What follows belongs to an exercise in optimizing a design on an open flow for small area, a short achievable clock period and few clock cycles; a production flow would make more cautious choices. The RTL was checked by simulation tests, not by an equivalence proof against the original design. Power figures rest on the tool's default switching activity, not on a simulated workload.

$ cat config.mk
export PLATFORM = sky130hd
export DESIGN_NAME = VCU
export DESIGN_NICKNAME = VCU
export VERILOG_FILES = /design/flow/design.v
export SDC_FILE = /design/flow/constraint.sdc
export NUM_CORES = 4
export LEC_CHECK = 0
export ABC_AREA = 1
export CAP_MARGIN = 20
export CORE_MARGIN = 2
export CORE_UTILIZATION = 55
export PLACE_DENSITY = 0.7
export SLEW_MARGIN = 20
$ cat constraint.sdc
create_clock -name core_clock -period 10.0 [get_ports {clk}]
set_input_delay 2.0000 -clock core_clock [delete_from_list [all_inputs] [get_ports {clk}]]
set_output_delay 2.0000 -clock core_clock [all_outputs]
set_load 0.01 [all_outputs]
$ cat design.v
`timescale 1ns / 1ps
module PE (
    input  [15:0] one, two, neg,           
    input  [31:0] a,                       
    input  [31:0] acc,                     
    output [5:0][31:0] rows                
);
  wire [31:0] pp [0:17];
  wire [31:0] negrow;
  genvar i;
  generate for (i = 0; i < 16; i = i + 1) begin : g_pp
    wire [31:0] mag = ({32{one[i]}} & a) | ({32{two[i]}} & {a[30:0], 1'b0});
    assign pp[i] = ({32{neg[i]}} ^ mag) << (2 * i);
    assign negrow[2*i]   = neg[i];
    assign negrow[2*i+1] = 1'b0;
  end endgenerate
  assign pp[16] = negrow;
  assign pp[17] = acc;
  wire [31:0] l1 [0:11];
  wire [31:0] l2 [0:7];
  generate for (i = 0; i < 6; i = i + 1) begin : g_l1
  assign l1[2*i] = (pp[3*i]) ^ (pp[3*i+1]) ^ (pp[3*i+2]); 
  assign l1[2*i+1] = (((pp[3*i]) & (pp[3*i+1])) | ((pp[3*i]) & (pp[3*i+2])) | ((pp[3*i+1]) & (pp[3*i+2]))) << 1;
  end endgenerate
  generate for (i = 0; i < 4; i = i + 1) begin : g_l2
  assign l2[2*i] = (l1[3*i]) ^ (l1[3*i+1]) ^ (l1[3*i+2]); 
  assign l2[2*i+1] = (((l1[3*i]) & (l1[3*i+1])) | ((l1[3*i]) & (l1[3*i+2])) | ((l1[3*i+1]) & (l1[3*i+2]))) << 1;
  end endgenerate
  assign rows[0] = (l2[0]) ^ (l2[1]) ^ (l2[2]); 
  assign rows[1] = (((l2[0]) & (l2[1])) | ((l2[0]) & (l2[2])) | ((l2[1]) & (l2[2]))) << 1;
  assign rows[2] = (l2[3]) ^ (l2[4]) ^ (l2[5]); 
  assign rows[3] = (((l2[3]) & (l2[4])) | ((l2[3]) & (l2[5])) | ((l2[4]) & (l2[5]))) << 1;
  assign rows[4] = l2[6];
  assign rows[5] = l2[7];
endmodule
`timescale 1ns / 1ps
module VCU#(
    parameter NoOfElem = 4,
    parameter wordSize = 32,
    parameter memDepthC = 32,
    localparam memDepth = memDepthC - 2,
    localparam insSpace = 8  
)
(
    input clk,
    input RESET,
    input memWRTDone,
    input [wordSize - 1:0] BRAMdataIn,  
    output logic [wordSize-1: 0] BRAMDataOut,  
    output logic [memDepth-1+2:0]BRAMaddrByte,
    output logic [3:0]BRAMWREN,
    output logic BRAMENMEM,
    output logic done
);
    localparam K_TERM = 5, K_LDRF = 4, K_LDROW = 3, K_MUL = 2, K_AS = 1, K_JMP = 0;
    logic        mwd_r;      
    logic        run;        
    logic [5:0]  k;          
    logic [23:0] fld;        
    logic [5:0]  nk;         
    logic [23:0] nfld;
    logic [6:0]  cnt;        
    logic [3:0]  ph;         
    logic [29:0] pc;
    logic [29:0] addr;       
    logic        we;         
    logic        rf_valid;   
    logic [3:0]  wcnt;       
    logic [1:0]  ldp;        
    logic        p_last, p_stall, p_fetch, p_nload, p_rda, p_rdr, p_wr, p_jmpf;
    logic        p_mulwr, p_selB, p_digm, p_diga, p_ldrd, p_term, p_rfv;
    logic [5:0]  p_off;
    logic        s1_acc;     
    logic [31:0] dout;       
    logic [15:0] d_one, d_two, d_neg;    
    logic [5:0][31:0] r1;    
    logic [31:0] r2s, r2c;   
    logic [31:0] accA, accB;
    logic [15:0][31:0] rf;   
    assign BRAMaddrByte = {addr, 2'b00};
    assign BRAMWREN = {4{we}};
    assign BRAMENMEM = 1'b1;
    assign BRAMDataOut = dout;
    wire [7:0] iop = BRAMdataIn[31:24];
    wire [5:0] in_k = {iop == 8'h01, iop == 8'h04, iop == 8'h08,
                       iop == 8'h0c, iop == 8'h0f, iop == 8'h10};
    wire k_nop = ~|k;
    wire [5:0] newk = nk;
    wire [1:0] op = fld[23:22];
    logic        run_n;
    logic [5:0]  k_n;
    logic [6:0]  cnt_n;
    always_comb begin
        run_n = run;
        k_n = k;
        cnt_n = cnt;
        if (!run) begin
            if (!done && mwd_r) begin
                run_n = 1'b1;
                k_n = 6'd0;
                cnt_n = 7'd3;
            end
        end else begin
            if (p_term)
                run_n = 1'b0;
            if (p_last) begin
                k_n = newk;
                cnt_n = 7'd0;
            end else if (!p_stall) begin
                cnt_n = cnt + 7'd1;
            end
        end
    end
    wire [3:0] wcnt_n = p_last ? 4'd0 : (wcnt + {3'd0, p_mulwr});
    wire [3:0] ph_n = ph + 4'd1;
    wire n_nop = ~|k_n;
    wire n_mul = k_n[K_MUL], n_as = k_n[K_AS], n_ldrf = k_n[K_LDRF];
    wire n_ldrow = k_n[K_LDROW], n_jmp = k_n[K_JMP], n_term = k_n[K_TERM];
    wire c0 = (cnt_n == 7'd0);
    wire stall_n = run_n && c0 && ((n_mul && ph_n[1:0] != 2'd1) ||
                                   (n_as && (ph_n[1:0] != 2'd3 || p_ldrd)));
    wire last_n = run_n && ((n_ldrf && cnt_n == 7'd16) || (n_ldrow && cnt_n == 7'd4) ||
                            (n_mul && cnt_n == 7'd69) || (n_as && cnt_n == 7'd35) ||
                            ((n_nop || n_jmp) && cnt_n == 7'd3));
    wire fetch_n = run_n && !stall_n &&
                   ((c0 && (n_nop || n_jmp || n_ldrf || n_ldrow)) ||
                    (cnt_n == 7'd1 && n_mul) || (cnt_n == 7'd16 && n_as));
    wire nload_n = run_n && (((n_ldrf || n_ldrow || n_nop || n_jmp) && cnt_n == 7'd2) ||
                             (n_mul && cnt_n == 7'd3) || (n_as && cnt_n == 7'd18));
    wire ldrf_rd_n = run_n && n_ldrf && cnt_n >= 7'd1 && cnt_n <= 7'd16;
    wire ldrow_rd_n = run_n && n_ldrow && cnt_n >= 7'd1 && cnt_n <= 7'd4;
    wire mul_rd_n = run_n && n_mul && !stall_n && cnt_n[1:0] == 2'd0 && cnt_n <= 7'd60;
    wire as_rd_n = run_n && n_as && !stall_n &&
                   (cnt_n <= 7'd3 || (cnt_n >= 7'd8 && cnt_n <= 7'd11) ||
                    (cnt_n >= 7'd20 && cnt_n <= 7'd23) || (cnt_n >= 7'd28 && cnt_n <= 7'd31));
    wire as_wr_n = run_n && n_as &&
                   ((cnt_n >= 7'd4 && cnt_n <= 7'd7) || (cnt_n >= 7'd12 && cnt_n <= 7'd15) ||
                    (cnt_n >= 7'd24 && cnt_n <= 7'd27) || (cnt_n >= 7'd32 && cnt_n <= 7'd35));
    wire [6:0] mu_n = cnt_n - 7'd18;
    wire mu_b = (mu_n[3:0] == 4'd3 || mu_n[3:0] == 4'd4);
    wire mul_wr_n = run_n && n_mul &&
                    ((cnt_n >= 7'd18 && cnt_n <= 7'd54 &&
                      (mu_n[3:0] == 4'd0 || mu_n[3:0] == 4'd1 || mu_b)) ||
                     cnt_n >= 7'd66);
    wire selB_n = n_mul && cnt_n <= 7'd54 && mu_b;
    wire digm_n = run_n && n_mul && cnt_n[1:0] == 2'd2 && cnt_n <= 7'd62;
    wire diga_n = run_n && n_as && c0;
    wire [3:0] e_ldrf = ph_n + 4'd2;
    wire [3:0] e_asr = ph_n + 4'd1;
    wire [3:0] e_asw = ph_n - 4'd3;
    wire [1:0] jj = ph_n[3:2] + 2'd1;
    logic [5:0] off_n;
    always_comb begin
        off_n = 6'd0;
        if (ldrf_rd_n)
            off_n = {e_ldrf[3:2], 2'b00, e_ldrf[1:0]};
        else if (ldrow_rd_n)
            off_n = {4'd0, cnt_n[1:0] - 2'd1};
        else if (mul_rd_n)
            off_n = {cnt_n[5:4], 2'b00, ~jj};
        else if (as_rd_n)
            off_n = {e_asr[3:2], 2'b00, e_asr[1:0]};
        else if (mul_wr_n)
            off_n = {wcnt_n[3:2], 2'b00, wcnt_n[1:0]};
        else if (as_wr_n)
            off_n = {e_asw[3:2], 2'b00, e_asw[1:0]};
    end
    wire [29:0] fbase = p_jmpf ? {20'd0, fld[9:0]} : pc;
    wire [29:0] base = p_rda ? {6'd0, fld} :
                       p_rdr ? {19'd0, fld[21:11]} :
                       p_wr  ? {19'd0, fld[10:0]} :
                       (run ? fbase : 30'd0);
    always_ff @(posedge clk or negedge RESET) begin
        if (!RESET) begin
            mwd_r <= 1'b0;
            run <= 1'b0;
            done <= 1'b0;
            k <= 6'd0;
            ph <= 4'd0;
            addr <= 30'd0;
            we <= 1'b0;
            rf_valid <= 1'b0;
            {p_last, p_stall, p_fetch, p_nload, p_rda, p_rdr, p_wr, p_jmpf} <= 8'd0;
            {p_mulwr, p_selB, p_digm, p_diga, p_ldrd, p_term, p_rfv} <= 7'd0;
            p_off <= 6'd0;
        end else begin
            mwd_r <= memWRTDone;
            run <= run_n;
            k <= k_n;
            ph <= ph_n;
            addr <= base + {24'd0, p_off};
            we <= p_wr;
            if (p_term)
                done <= 1'b1;
            if (p_rfv)
                rf_valid <= 1'b1;
            p_last <= last_n;
            p_stall <= stall_n;
            p_fetch <= fetch_n;
            p_nload <= nload_n;
            p_rda <= ldrf_rd_n || ldrow_rd_n;
            p_rdr <= mul_rd_n || as_rd_n;
            p_wr <= mul_wr_n || as_wr_n;
            p_jmpf <= fetch_n && n_jmp;
            p_mulwr <= mul_wr_n;
            p_selB <= selB_n;
            p_digm <= digm_n;
            p_diga <= diga_n;
            p_ldrd <= ldrf_rd_n;
            p_term <= run_n && n_term;
            p_rfv <= run_n && n_ldrf && c0;
            p_off <= off_n;
        end
    end
    always_ff @(posedge clk) begin
        cnt <= cnt_n;
        wcnt <= wcnt_n;
        ldp <= {ldp[0], p_ldrd};
        dout <= p_selB ? accB : accA;
        if (!run)
            pc <= 30'd1;
        else if (p_fetch)
            pc <= p_jmpf ? {20'd0, fld[9:0]} + 30'd1 : pc + 30'd1;
        if (p_nload || (!run && !done && mwd_r)) begin
            nk <= in_k;
            nfld <= BRAMdataIn[23:0];
        end
        if (p_last)
            fld <= nfld;
    end
    logic [15:0] e_one, e_two, e_neg;
    wire [32:0] bx = {BRAMdataIn, 1'b0};
    genvar gi;
    generate for (gi = 0; gi < 16; gi = gi + 1) begin : g_enc
        assign e_one[gi] = bx[2*gi+1] ^ bx[2*gi];
        assign e_two[gi] = (bx[2*gi+2] & ~bx[2*gi+1] & ~bx[2*gi]) |
                           (~bx[2*gi+2] & bx[2*gi+1] & bx[2*gi]);
        assign e_neg[gi] = bx[2*gi+2] & ~(bx[2*gi+1] & bx[2*gi]);
    end endgenerate
    always_ff @(posedge clk) begin
        if (p_digm) begin
            d_one <= rf_valid ? e_one : 16'd0;
            d_two <= rf_valid ? e_two : 16'd0;
            d_neg <= rf_valid ? e_neg : 16'd0;
        end else if (p_diga) begin
            d_one <= {15'd0, rf_valid};
            d_two <= 16'd0;
            d_neg <= {15'd0, op == 2'd1 || op == 2'd2};
        end
    end
    logic [5:0][31:0] r1_d;
    wire [31:0] acc_in = {32{s1_acc}} & accB;
    PE pe (.one(d_one), .two(d_two), .neg(d_neg), .a(rf[0]), .acc(acc_in), .rows(r1_d));
    wire [6:0] v_n = cnt_n - 7'd3;
    wire [31:0] a0 = (r1[0]) ^ (r1[1]) ^ (r1[2]); 
    wire [31:0] a1 = (((r1[0]) & (r1[1])) | ((r1[0]) & (r1[2])) | ((r1[1]) & (r1[2]))) << 1;
    wire [31:0] a2 = (r1[3]) ^ (r1[4]) ^ (r1[5]); 
    wire [31:0] a3 = (((r1[3]) & (r1[4])) | ((r1[3]) & (r1[5])) | ((r1[4]) & (r1[5]))) << 1;
    wire [31:0] b0 = (a0) ^ (a1) ^ (a2); 
    wire [31:0] b1 = (((a0) & (a1)) | ((a0) & (a2)) | ((a1) & (a2))) << 1;
    wire [31:0] c0s = (b0) ^ (b1) ^ (a3); 
    wire [31:0] c1s = (((b0) & (b1)) | ((b0) & (a3)) | ((b1) & (a3))) << 1;
    wire [31:0] xin = {32{k[K_AS]}} & (BRAMdataIn ^ {32{op[0]}});
    wire [31:0] d0m = (c0s & c1s) | (c0s & xin) | (c1s & xin);
    wire [31:0] r2s_d = c0s ^ c1s ^ xin;
    wire [31:0] r2c_d = {d0m[30:0], k[K_AS] && op[0]};
    wire [31:0] s3out = r2s + r2c;
    always_ff @(posedge clk) begin
        r1 <= r1_d;
        s1_acc <= n_mul && (v_n[3:2] != 2'd0);
        r2s <= r2s_d;
        r2c <= r2c_d;
        accA <= s3out;
        accB <= accA;
        for (int i = 0; i < 15; i = i + 1)
            rf[i] <= rf[i + 1];
        rf[15] <= ldp[1] ? BRAMdataIn : rf[0];
    end
endmodule
$ cat flow/run.sh
#!/bin/bash
# Standard layout (the standard.sh, standard synthesis), with:
#  - a clock tree without dummy loads, in larger sink clusters;
#  - every input and output port buffered with a plain buffer rather than a
#    delay cell.
# The SDC, clock period and I/O constraints are unchanged.
set -euo pipefail
bash standard.sh SETUP_SLACK_MARGIN=6.8 \
  "CTS_ARGS=-sink_clustering_enable -repair_clock_nets -dont_use_dummy_load -sink_clustering_size 30 -sink_clustering_max_diameter 80" \
  "BUFFER_PORTS_ARGS=-buffer_cell sky130_fd_sc_hd__buf_2" \
  finish > standard_flow.log 2>&1
$ cat standard.sh
#!/bin/bash
# synth_recipe.tcl (not shown) runs the flow's synth.tcl, then flattens the netlist and writes it again
# the make line also repeats each setting of config.mk as NAME=value (left out here)
make -C /OpenROAD-flow-scripts/flow DESIGN_CONFIG=/design/flow/config.mk WORK_HOME=/design/flow/orfs CLKGATE_MAP_FILE= SYNTH_SCRIPT=/design/flow/synth_recipe.tcl "${@:-finish}"
==> flow_summary.json, run 1 <==
{
  "status": "timing/DRC/antenna clean",
  "insertion_delay_ps": 650,
  "netlist_area_um2": 42000,
  "yosys-top-cells-count": "dfxtp_1 (856), inv_1 (537), xor2_1 (336), nand2_1 (324), o22ai_1 (267)",
  "synth_area_per_cell_um2": 10.9,
  "relSlewSlack": 0.270,
  "tritoncts": "yes",
  "placed_area_um2": 43300,
  "core_um2": 75800,
  "cp_data_arrival_time_ps": 3650,
  "cp_data_required_time_ps": 10460,
  "first_iter_violations": 2386,
  "grt-ovfl-total": 0,
  "cts_max_path_buffers": 3,
  "synth-seq-cells": 1022,
  "period_needed_ps": 3190,
  "syn_inst": 3846,
  "synth_flop_cell": "dfxtp_1",
  "grt_pass1_vias": 26100,
  "path_delay_family": "adder cells",
  "synth_edf_count": 102,
  "finalSetupViolations": 0,
  "numPortBuffers": 101,
  "endpoint_kind": "flop",
  "yosys.area.top_type_share": 0.408,
  "crit_slowest_cell": "edfxtp_1",
  "numClockSinks": 1022,
  "avgViaCountPerCell": 5.46,
  "final_area_um2": 45100,
  "grt_max_degree": 65,
  "cpPeakStageDelay_ps": 620,
  "dieArea_um2": 78600,
  "whs_ps": 275,
  "final_util": 0.595,
  "path_clk_slew_ps": 110,
  "fmax_mhz": 314,
  "crit_top_cell": "fa_1",
  "routed_wl_mm": 97.9,
  "row_count": 101,
  "cts_inserted_buffers": 47,
  "dp_hpwl_mm": 70.0,
  "dp_cells": 4800,
  "finalClockSkew_ps": 68.9,
  "yosys_warnings": 2,
  "ant_nets": 0,
  "async_flop_share": 0.0626,
  "io_pins": 105,
  "die_x_um": 280,
  "worst_slew_pin_slew_ps": 1090,
  "cp-start-kind": "flop",
  "cap_violations": 0,
  "nets": 4380,
  "final-max-slew-violation-count": 0,
  "drcViolationCount": 0,
  "rsz0062_at_grt": "true",
  "synthMostInstantiatedCell": "dfxtp_1",
  "area_growth_pct": 7.44,
  "yosysTopAreaCell": "dfxtp_1",
  "setup-tns-final_ps": 0,
  "post_drt_wl_per_cell_um": 20.0,
  "worstHoldPathType": "reg -> reg",
  "worstSetupPathType": "reg -> reg",
  "start_util": 0.554,
  "hold_violations": 0,
  "antenna_found_initial": 10,
  "h-tree-depth": 2,
  "ys_seq_area_frac": 0.519,
  "synth.distinct_cells": 58,
  "fill_cells": 6308,
  "firstDrtPassIters": 6,
  "vdd_drop_max_v": 0.000196,
  "period_share": 0.319,
  "worstPathBufferInverterCount": 2,
  "dieHeight_um": 280,
  "routed-via-count": 26800,
  "power-per-cell-area_nw_per_um2": 331,
  "grt_use_total": 0.250,
  "layout-drive-gt1-share": 0.0970,
  "p_leak_nw": 19.9,
  "crit_path_cell_trace": "clkinvlp_4 -> xor2_1 -> fa_1 -> fa_1 -> inv_1 -> fa_1",
  "grt_first_pass_wirelength_mm": 151,
  "place.gp.congestion": 0.932,
  "cp_max_fo": 11,
  "stdcell_count": 4902,
  "cts-root-buf": "clkbuf_16",
  "synthTopCellsByArea": "dfxtp_1 (41%), fa_1 (12%), edfxtp_1 (7.3%), xor2_1 (7.0%), ha_1 (5.0%)"
}
==> report_power, final <==
group | internal (mW) | switching (mW) | total [mW] | leakage (nW)
Combinational | 2.61 | 4.08 | 6.69 | 10.4
Clock | 0.841 | 1.20 | 2.04 | 0.579
Sequential | 5.70 | 0.506 | 6.21 | 8.88
==> cell families (layout without fill, tap and decap cells) <==
group,after synthesis,after routing,share of synthesized area
AO/OA/AOI/OAI,563,563,0.0808
adder cells (fa/ha/maj),424,424,0.172
buffers and inverters,734,806,0.0667
other,2,8,0.000179
XOR/XNOR,381,381,0.0795
flip-flops,1022,1022,0.519
AND/OR/NAND/NOR,687,687,0.0726
multiplexers,33,33,0.00885
==> per-stage QoR <==
| stage | power (mW) | setup WS [ps] |
|---|---|---|
| 4_1_cts | 14.9 | 6730 |
| 5_1_grt | 16.2 | 6680 |
| 3_5_place_dp | 12.8 | 6410 |
| 3_3_place_gp | 12.6 | 6430 |
| 2_1_floorplan | 10.7 | 6910 |
| 6_report | 14.9 | 6810 |
==> per-layer routing <==
metal	up-vias	part of all wire	GRT usage
met5	-	0.000072	0
met4	2	0.045	0.104
met3	232	0.080	0.0502
met2	1143	0.43	0.379
met1	12900	0.45	0.352
li1	12500	-	-
==> area by class of cell <==
type,count,area (µm²),share of cell area
timing repair inverter,9,67.6,0.00150
sequential,1022,21800,0.483
multi-input combinational,2091,17500,0.387
tap,978,1220,0.0271
antenna,5,12.5,0.000277
inverter,582,2290,0.0508
timing repair buffer,168,1070,0.0238
clock buffer,47,1180,0.0261
==> registers in the layout, indices dropped and copies added, names as in the netlist, 7 cells and up <==
signal,cells
accA,32
accB,32
addr,30
cnt,7
d_neg,16
d_one,16
d_two,16
dout,32
fld,24
nfld,24
pc,30
r1,140
r2c,32
r2s,32
rf,512
==> cell usage in the layout (no fill, tap or decap), types with 5 or more instances in the layout <==
cell type,instances
o21ai_2,10
clkinv_2,6
buf_4,61
nor2_2,9
ha_1,167
dfxtp_1,853
xnor2_1,45
clkinvlp_4,32
mux2_2,33
o32ai_2,8
buf_2,100
nand2_2,12
a21oi_1,101
xor2_1,336
o22ai_1,267
clkbuf_16,47
dfrtp_1,61
diode_2,5
nor2_4,5
nor2_1,131
nor3_1,46
edfxtp_1,102
clkinv_1,11
o21a_1,5
nand4_1,33
nor4_1,9
fa_1,256
o21ai_0,119
inv_2,18
o21ai_1,14
o32ai_1,5
nand2_1,321
o21bai_1,5
nand3_1,97
inv_1,520
==> what timing repair did <==
item / 4_1_cts / 5_1_grt
gates resized for setup: 29 / 47
endpoints found under the hold margin: 0 / 0
endpoints found under the setup margin: 77 / 83
cloned: 6 / 3
hold buffers: 0 / 0
setup buffers: 2 / 39
==> worst paths after layout <==
path / from / endpoint / slack (ps) / cells past startpoint
setup / recovery: d_neg[5] / r1[25] / 6810 / 6
hold / removal: rf[307] / rf[275] / 280 / 0
setup reg to reg: d_neg[5] / r1[25] / 6810 / 6
hold reg to reg: rf[307] / rf[275] / 280 / 0
max in group asynchronous: RESET / run / 7850 / 2
min in group asynchronous: RESET / p_rdr / 1560 / 2
Testbench counts, summed over its fixed seeds: cycles 42,337.
==> inputs of run 2 (changes only) <==
--- a/config.mk
+++ b/config.mk
@@ -6,8 +6,8 @@
 export NUM_CORES = 4
 export LEC_CHECK = 0
 export ABC_AREA = 1
-export CAP_MARGIN = 20
+export CAP_MARGIN = 10
 export CORE_MARGIN = 2
-export CORE_UTILIZATION = 55
-export PLACE_DENSITY = 0.7
-export SLEW_MARGIN = 20
+export CORE_UTILIZATION = 40
+export PLACE_DENSITY = 0.6
+export SLEW_MARGIN = 10
==> run 2 against run 1 <==
Net effect:
- final cell count rose by 7.9%
- critical endpoint is now BRAMWREN[0]
- worst setup slack improved by 33 ps
- count of clock-buffer cells in the layout rose by 1
- sequential power rose by 0.6%
- non-clock buffer count fell by 13
- routed wire length rose by 5.7%
==> flow_summary.json, run 2 <==
{
  "status": "timing/DRC/antenna clean",
  "dp_cells": 5197,
  "cts_inserted_buffers": 48,
  "numClockSinks": 1022,
  "antenna_found_initial": 7,
  "worst_slew_pin_slew_ps": 904,
  "hold_depth": 0,
  "post_drt_wl_per_cell_um": 19.6,
  "cp_max_fo": 4,
  "finalSetupViolations": 0,
  "syn_inst": 3846,
  "final-max-slew-violation-count": 0,
  "largest_register_ffs": 512,
  "rsz0062_at_grt": "true",
  "worstSetupPathType": "reg -> out",
  "relSlewSlack": 0.397,
  "cpPeakStageDelay_ps": 390,
  "startpoint": "we",
  "synth_area_per_cell_um2": 10.9,
  "r2r_cells": 7,
  "grt_max_degree": 65,
  "yosys_warnings": 2,
  "yosysTopAreaCell": "dfxtp_1",
  "synth.distinct_cells": 58,
  "first_iter_violations": 2363,
  "cp_data_arrival_time_ps": 1150,
  "cts_max_path_buffers": 3,
  "routed-via-count": 26400,
  "worstHoldPathType": "reg -> reg",
  "dieArea_um2": 108000,
  "io_pins": 105,
  "path_clk_slew_ps": 110,
  "yosys.area.top_type_share": 0.408,
  "async_flop_share": 0.0626,
  "endpoint_kind": "primary output",
  "tritoncts": "yes",
  "dieHeight_um": 328,
  "drcViolationCount": 0,
  "grt_pass1_vias": 25800,
  "routed_wl_mm": 103,
  "min_from": "rf[191]",
  "top_regs": "rf x512, r1 x140",
  "dp_hpwl_mm": 74.0,
  "core_um2": 104000,
  "power-per-cell-area_nw_per_um2": 334,
  "cp_data_required_time_ps": 8000,
  "period_share": 0.315,
  "cp_num_cells": 1,
  "layout-drive-gt1-share": 0.0921,
  "r2r-start": "d_two[5]",
  "insertion_delay_ps": 650,
  "yosys-top-cells-count": "dfxtp_1 (856), inv_1 (537), xor2_1 (336), nand2_1 (324), o22ai_1 (267)",
  "synthTopCellsByArea": "dfxtp_1 (41%), fa_1 (12%), edfxtp_1 (7.3%), xor2_1 (7.0%), ha_1 (5.0%)",
  "firstDrtPassIters": 6,
  "vdd_drop_max_v": 0.000218,
  "period_needed_ps": 3150,
  "stdcell_count": 5291,
  "h-tree-depth": 2,
  "cap_violations": 0,
  "grt_use_total": 0.190,
  "die_x_um": 328,
  "synthMostInstantiatedCell": "dfxtp_1",
  "cts_hold_buffers": 0,
  "fill_cells": 9742,
  "crit_slowest_cell": "dfrtp_1",
  "synth_edf_count": 102,
  "avgViaCountPerCell": 5.00,
  "final_cell_mix": "dfxtp_1 (855), inv_1 (521), xor2_1 (336)",
  "hold_violations": 0,
  "ant_nets": 0,
  "grt-ovfl-total": 0,
  "final_common_cell": "dfxtp_1",
  "setup-tns-final_ps": 0,
  "crit_path_cell_trace": "buf_2",
  "start_util": 0.405,
  "path_delay_family": "flip-flops",
  "cp-start-kind": "flop",
  "grt_first_pass_wirelength_mm": 157,
  "area_growth_pct": 8.48,
  "place.gp.congestion": 0.937,
  "worstPathBufferInverterCount": 1,
  "p_leak_nw": 19.8,
  "nets": 4369,
  "ys_seq_area_frac": 0.519,
  "numPortBuffers": 101,
  "netlist_area_um2": 42000,
  "row_count": 118,
  "synth-seq-cells": 1022,
  "synth_flop_cell": "dfxtp_1",
  "finalClockSkew_ps": 91.8,
  "fmax_mhz": 317,
  "largest-register": "rf",
  "cts-root-buf": "clkbuf_16"
}
run 2: cell counts after synthesis:
No cell type changed its count.
run 2: cell families (layout without fill, tap and decap cells):
logic type      Yosys count  after routing  share of synthesized area
compound gates          563            563                     0.0808
xor+xnor                381            381                     0.0795
fa+ha+maj               424            424                      0.172
buf+inv                 734            795                     0.0667
flops                  1022           1022                      0.519
mux                      33             33                    0.00885
other cells               2              6                   0.000179
simple gates            687            687                     0.0726
run 2: layout make-up:
class,instances,area (µm²),share of cell area
diodes,3,7.51,0.000165
clock buffers,48,1200,0.0264
inverters,582,2280,0.0500
multi-input cells,2091,17400,0.383
flip-flops and latches,1022,21800,0.479
well taps,1380,1730,0.0379
repair buffers,155,1030,0.0225
repair inverters,10,75.1,0.00165
run 2: final timing paths:
check,slack [ps],end
setup / recovery,6850,BRAMWREN[0]
hold / removal,270,rf[159]
setup reg to reg,6860,r1[60]
hold reg to reg,270,rf[159]
max in group asynchronous,7770,run
min in group asynchronous,1550,we
run 2: what timing repair did:
action / CTS / global route
resized for setup: 30 / 35
buffers inserted: 5 / 28
endpoints found under the setup margin: 101 / 79
gates cloned: 4 / 6
pin swaps: 0 / 0
run 2: worst register-to-register path: cells and delay by family (launching register included):
kind | cells | cell delay, ps
fa+ha+maj | 3 | 1440
buf+inv | 2 | 530
flops | 1 | 410
compound gates | 1 | 390
xor+xnor | 1 | 210
run 2: where the power goes:
part           switching, mW  internal [mW]  leakage [nW]
registers              0.546           5.70          8.88
clock network           1.21          0.859         0.592
logic                   4.20           2.69          10.4
total                   5.96           9.25          19.8
run 2: per-stage QoR:
step                      hold slack, ps  power, mW  instance area, µm²  setup slack, ps  utilization
after floorplan                      310       10.7               42000             6910            -
after global placement               309       12.9               43800             6490        0.422
after detailed placement             312       13.1               43800             6460        0.422
after CTS                            273       15.2               45100             6790        0.435
after global routing                 269       16.6               45600             6740        0.439
final                                271       15.2               45600             6850        0.439
run 2: layer usage:
layer,vias to the layer above,track usage,wire length [µm]
met5,-,0,69
met4,10,0.0748,4700
met3,215,0.0268,7250
met2,983,0.282,43800
met1,12800,0.279,47600
li1,12400,-,-
==> inputs of run 3 (changes only) <==
==> run.sh (new file) <==
#!/bin/bash
# synth_recipe.tcl (not shown) runs the flow's synth.tcl, then flattens the netlist and writes it again
# the make line also repeats each setting of config.mk as NAME=value (left out here)
make -C /OpenROAD-flow-scripts/flow DESIGN_CONFIG=/design/flow/config.mk WORK_HOME=/design/flow/orfs CLKGATE_MAP_FILE= SYNTH_SCRIPT=/design/flow/synth_recipe.tcl finish
--- a/config.mk
+++ b/config.mk
@@ -6,8 +6,11 @@
 export NUM_CORES = 4
 export LEC_CHECK = 0
 export ABC_AREA = 1
-export CAP_MARGIN = 10
+export CAP_MARGIN = 20
 export CORE_MARGIN = 2
 export CORE_UTILIZATION = 40
+export CTS_CLUSTER_DIAMETER = 80
+export CTS_CLUSTER_SIZE = 30
 export PLACE_DENSITY = 0.6
-export SLEW_MARGIN = 10
+export SETUP_SLACK_MARGIN = 5
+export SLEW_MARGIN = 20
removed: flow/run.sh
removed: standard.sh
==> run 3 against run 2 <==
Net effect:
- core utilization rose by 0.35 points
- critical path type is now reg -> reg
- largest power group unchanged
- combinational power hardly changed
- critical path depth up 5
- die area stayed put
- highest routed layer unchanged
==> flow_summary.json, run 3 <==
{
  "cts_max_path_buffers": 3,
  "finalClockSkew_ps": 43.6,
  "relSlewSlack": 0.227,
  "insertion_delay_ps": 640,
  "die_x_um": 328,
  "async_flop_share": 0.0626,
  "post-cts-setup-buffer-count": 0,
  "area_growth_pct": 9.34,
  "final_cell_mix": "dfxtp_1 (855), inv_1 (537), xor2_1 (336)",
  "r2r_end": "r1[27]",
  "power-per-cell-area_nw_per_um2": 338,
  "avgViaCountPerCell": 4.99,
  "worst_slew_pin_slew_ps": 1160,
  "io_pins": 105,
  "cp_data_required_time_ps": 10510,
  "grt-ovfl-total": 0,
  "r2r_cells": 6,
  "routed-via-count": 26400,
  "path_clk_slew_ps": 120,
  "synth-compound-area-share": 0.0808,
  "r2r-start": "d_neg[6]",
  "largest-register": "rf",
  "final-max-slew-violation-count": 0,
  "firstDrtPassIters": 5,
  "synthMostInstantiatedCell": "dfxtp_1",
  "setup-tns-final_ps": 0,
  "min_from": "rf[129]",
  "hold_violations": 0,
  "worstSetupPathType": "reg -> reg",
  "synth-xor-area-share": 0.0795,
  "cts_inserted_buffers": 48,
  "first_iter_violations": 2020,
  "drcViolationCount": 0,
  "yosysTopAreaCell": "dfxtp_1",
  "synth.distinct_cells": 58,
  "routed_wl_mm": 103,
  "ant_nets": 0,
  "final_common_cell": "dfxtp_1",
  "grt_max_degree": 65,
  "period_needed_ps": 3600,
  "numPortBuffers": 101,
  "worstHoldPathType": "reg -> reg",
  "cap_violations": 0,
  "rsz0062_at_grt": "false",
  "syn_inst": 3846,
  "synthMuxAreaShare": 0.00885,
  "finalSetupViolations": 0,
  "vdd_drop_max_v": 0.000232,
  "r2r_slack_ps": 6400,
  "register_area_um2": 21800,
  "yosys_warnings": 2,
  "final_area_um2": 45900,
  "endpoint_kind": "flop",
  "place.gp.congestion": 0.905,
  "cp_data_arrival_time_ps": 4110,
  "synthTopCellsByArea": "dfxtp_1 (41%), fa_1 (12%), edfxtp_1 (7.3%), xor2_1 (7.0%), ha_1 (5.0%)",
  "tritoncts": "yes",
  "fill_cells": 9694,
  "synth_area_per_cell_um2": 10.9,
  "dieHeight_um": 328,
  "synth_simple_gate_area_frac": 0.0726,
  "netlist_area_um2": 42000,
  "cts-root-buf": "clkbuf_16",
  "period_share": 0.360,
  "grt_use_total": 0.191,
  "row_count": 118,
  "dieArea_um2": 108000,
  "cts_resized": 0,
  "grt_pass1_vias": 25800,
  "hold_path_end": "rf[97]",
  "antenna_found_initial": 6,
  "nets": 4332,
  "numClockSinks": 1022,
  "start_util": 0.405,
  "largest_register_ffs": 512,
  "layout-drive-gt1-share": 0.0528,
  "ys_seq_area_frac": 0.519,
  "grt_first_pass_wirelength_mm": 157,
  "post_drt_wl_per_cell_um": 19.6,
  "synth-seq-cells": 1022,
  "synthAdderAreaFrac": 0.172,
  "placed_area_um2": 44300,
  "h-tree-depth": 2,
  "dp_hpwl_mm": 75.0,
  "cp_max_fo": 14,
  "fmax_mhz": 278,
  "multi_input_area_um2": 17400,
  "cts_hold_buffers": 0,
  "core_um2": 104000,
  "p_leak_nw": 19.9,
  "top_regs": "rf x512, r1 x140",
  "yosys.area.top_type_share": 0.408,
  "status": "timing/DRC/antenna clean",
  "cp-start-kind": "flop",
  "yosys-top-cells-count": "dfxtp_1 (856), inv_1 (537), xor2_1 (336), nand2_1 (324), o22ai_1 (267)",
  "hold_depth": 0,
  "synth_edf_count": 102,
  "synth_top_family_by_area": "adder cells",
  "synth_flop_cell": "dfxtp_1"
}
[run 3: cell counts after synthesis]
Identical to the previous run, type by type.
[run 3: per-stage QoR]
step | util | cells | setup slack [ps] | total power, mW | hold slack, ps
floorplan | - | 3847 | 6910 | 10.7 | 310
finish | 0.442 | 5283 | 6400 | 15.5 | 319
global placement | 0.427 | 5203 | 6060 | 12.9 | 310
global route | 0.442 | 5281 | 6080 | 16.8 | 324
CTS | 0.442 | 5281 | 6370 | 15.6 | 325
detailed placement | 0.427 | 5203 | 6080 | 13.2 | 312
[run 3: cell families (layout without fill, tap and decap cells)]
| logic type | count (synthesis) | in the layout |
|---|---|---|
| AO/OA/AOI/OAI | 563 | 563 |
| XOR/XNOR | 381 | 381 |
| adder cells (fa/ha/maj) | 424 | 424 |
| buffers and inverters | 734 | 788 |
| flip-flops | 1022 | 1022 |
| multiplexers | 33 | 33 |
| other | 2 | 5 |
| AND/OR/NAND/NOR | 687 | 687 |
[run 3: critical path, cell delays in order (launching register included)]
cell and delay (ps):
edfxtp_1 690, clkinv_1 780, xor2_1 480, fa_1 480
fa_1 520, inv_1 50, fa_1 450
[run 3: layout make-up]
type                    count  area share
well taps                1380      0.0376
flip-flops and latches   1022       0.475
clock buffers              57      0.0280
repair buffers            128      0.0263
clock inverters            21     0.00651
diodes                      2    0.000109
inverters                 582      0.0476
multi-input cells        2091       0.379
[run 3: how the worst max path moves through the flow]
stage | startpoint | end | slack [ps] | cells past startpoint
after floorplan | d_neg[0] | r1[11] | 6910 | 8
after global routing | p_rdr | addr[25] | 6080 | 12
after global placement | BRAMdataIn[27] | r2s[27] | 6060 | 5
after detailed placement | BRAMdataIn[27] | r2s[27] | 6080 | 5
final | d_neg[6] | r1[27] | 6400 | 6
after CTS | done | done | 6370 | 1
[run 3: report_power, final]
| group | leakage [nW] | switching [mW] | internal [mW] |
|---|---|---|---|
| clock network | 0.770 | 1.38 | 0.985 |
| logic | 10.2 | 4.17 | 2.72 |
| registers | 8.89 | 0.560 | 5.70 |
| total | 19.9 | 6.11 | 9.41 |
[run 3: layer usage]
metal,wire length [µm],vias up,GRT usage
li1,-,12400,-
met1,48200,12900,0.279
met2,43400,967,0.280
met3,8700,144,0.0443
met4,2890,6,0.0579
met5,41,-,0

==> re-timing with driven ports <==
The flow's constraints put no driver on any port. The routed layouts listed below were extracted and timed again, unchanged, in two steps. Step 1: set_driving_cell puts a clkbuf_16 on clk and a buf_2 on each other input, an assumption about the parent block. Step 2, shift: input delay + t, output delay - t, t = (earliest + latest rising clock arrival at the registers) / 2. This alone moves slack from input paths to output paths. Slacks: ideal ports / drivers / drivers and shift; pairs: ideal ports / drivers.
| run | t, ns | setup WS [ns] | worst setup path at the end | slew at the worst register clock pin (ns) | worst slew at a driven data input, ns |
|---|---|---|---|---|---|
| run 1 | 0.675 | 6.812 / 6.784 / 6.411 | input to register | 0.11 / 0.11 | 0.14 |
| run 2 | 0.677 | 6.846 / 6.769 / 6.546 | input to register | 0.12 / 0.12 | 0.12 |
| run 3 | 0.701 | 6.402 / 6.345 / 5.998 | input to register | 0.12 / 0.12 | 0.12 |
After both steps every run listed still meets setup and hold. The setup slack of run 3, which loses most, moves by -0.057 ns with the drivers and by -0.404 ns with both steps.
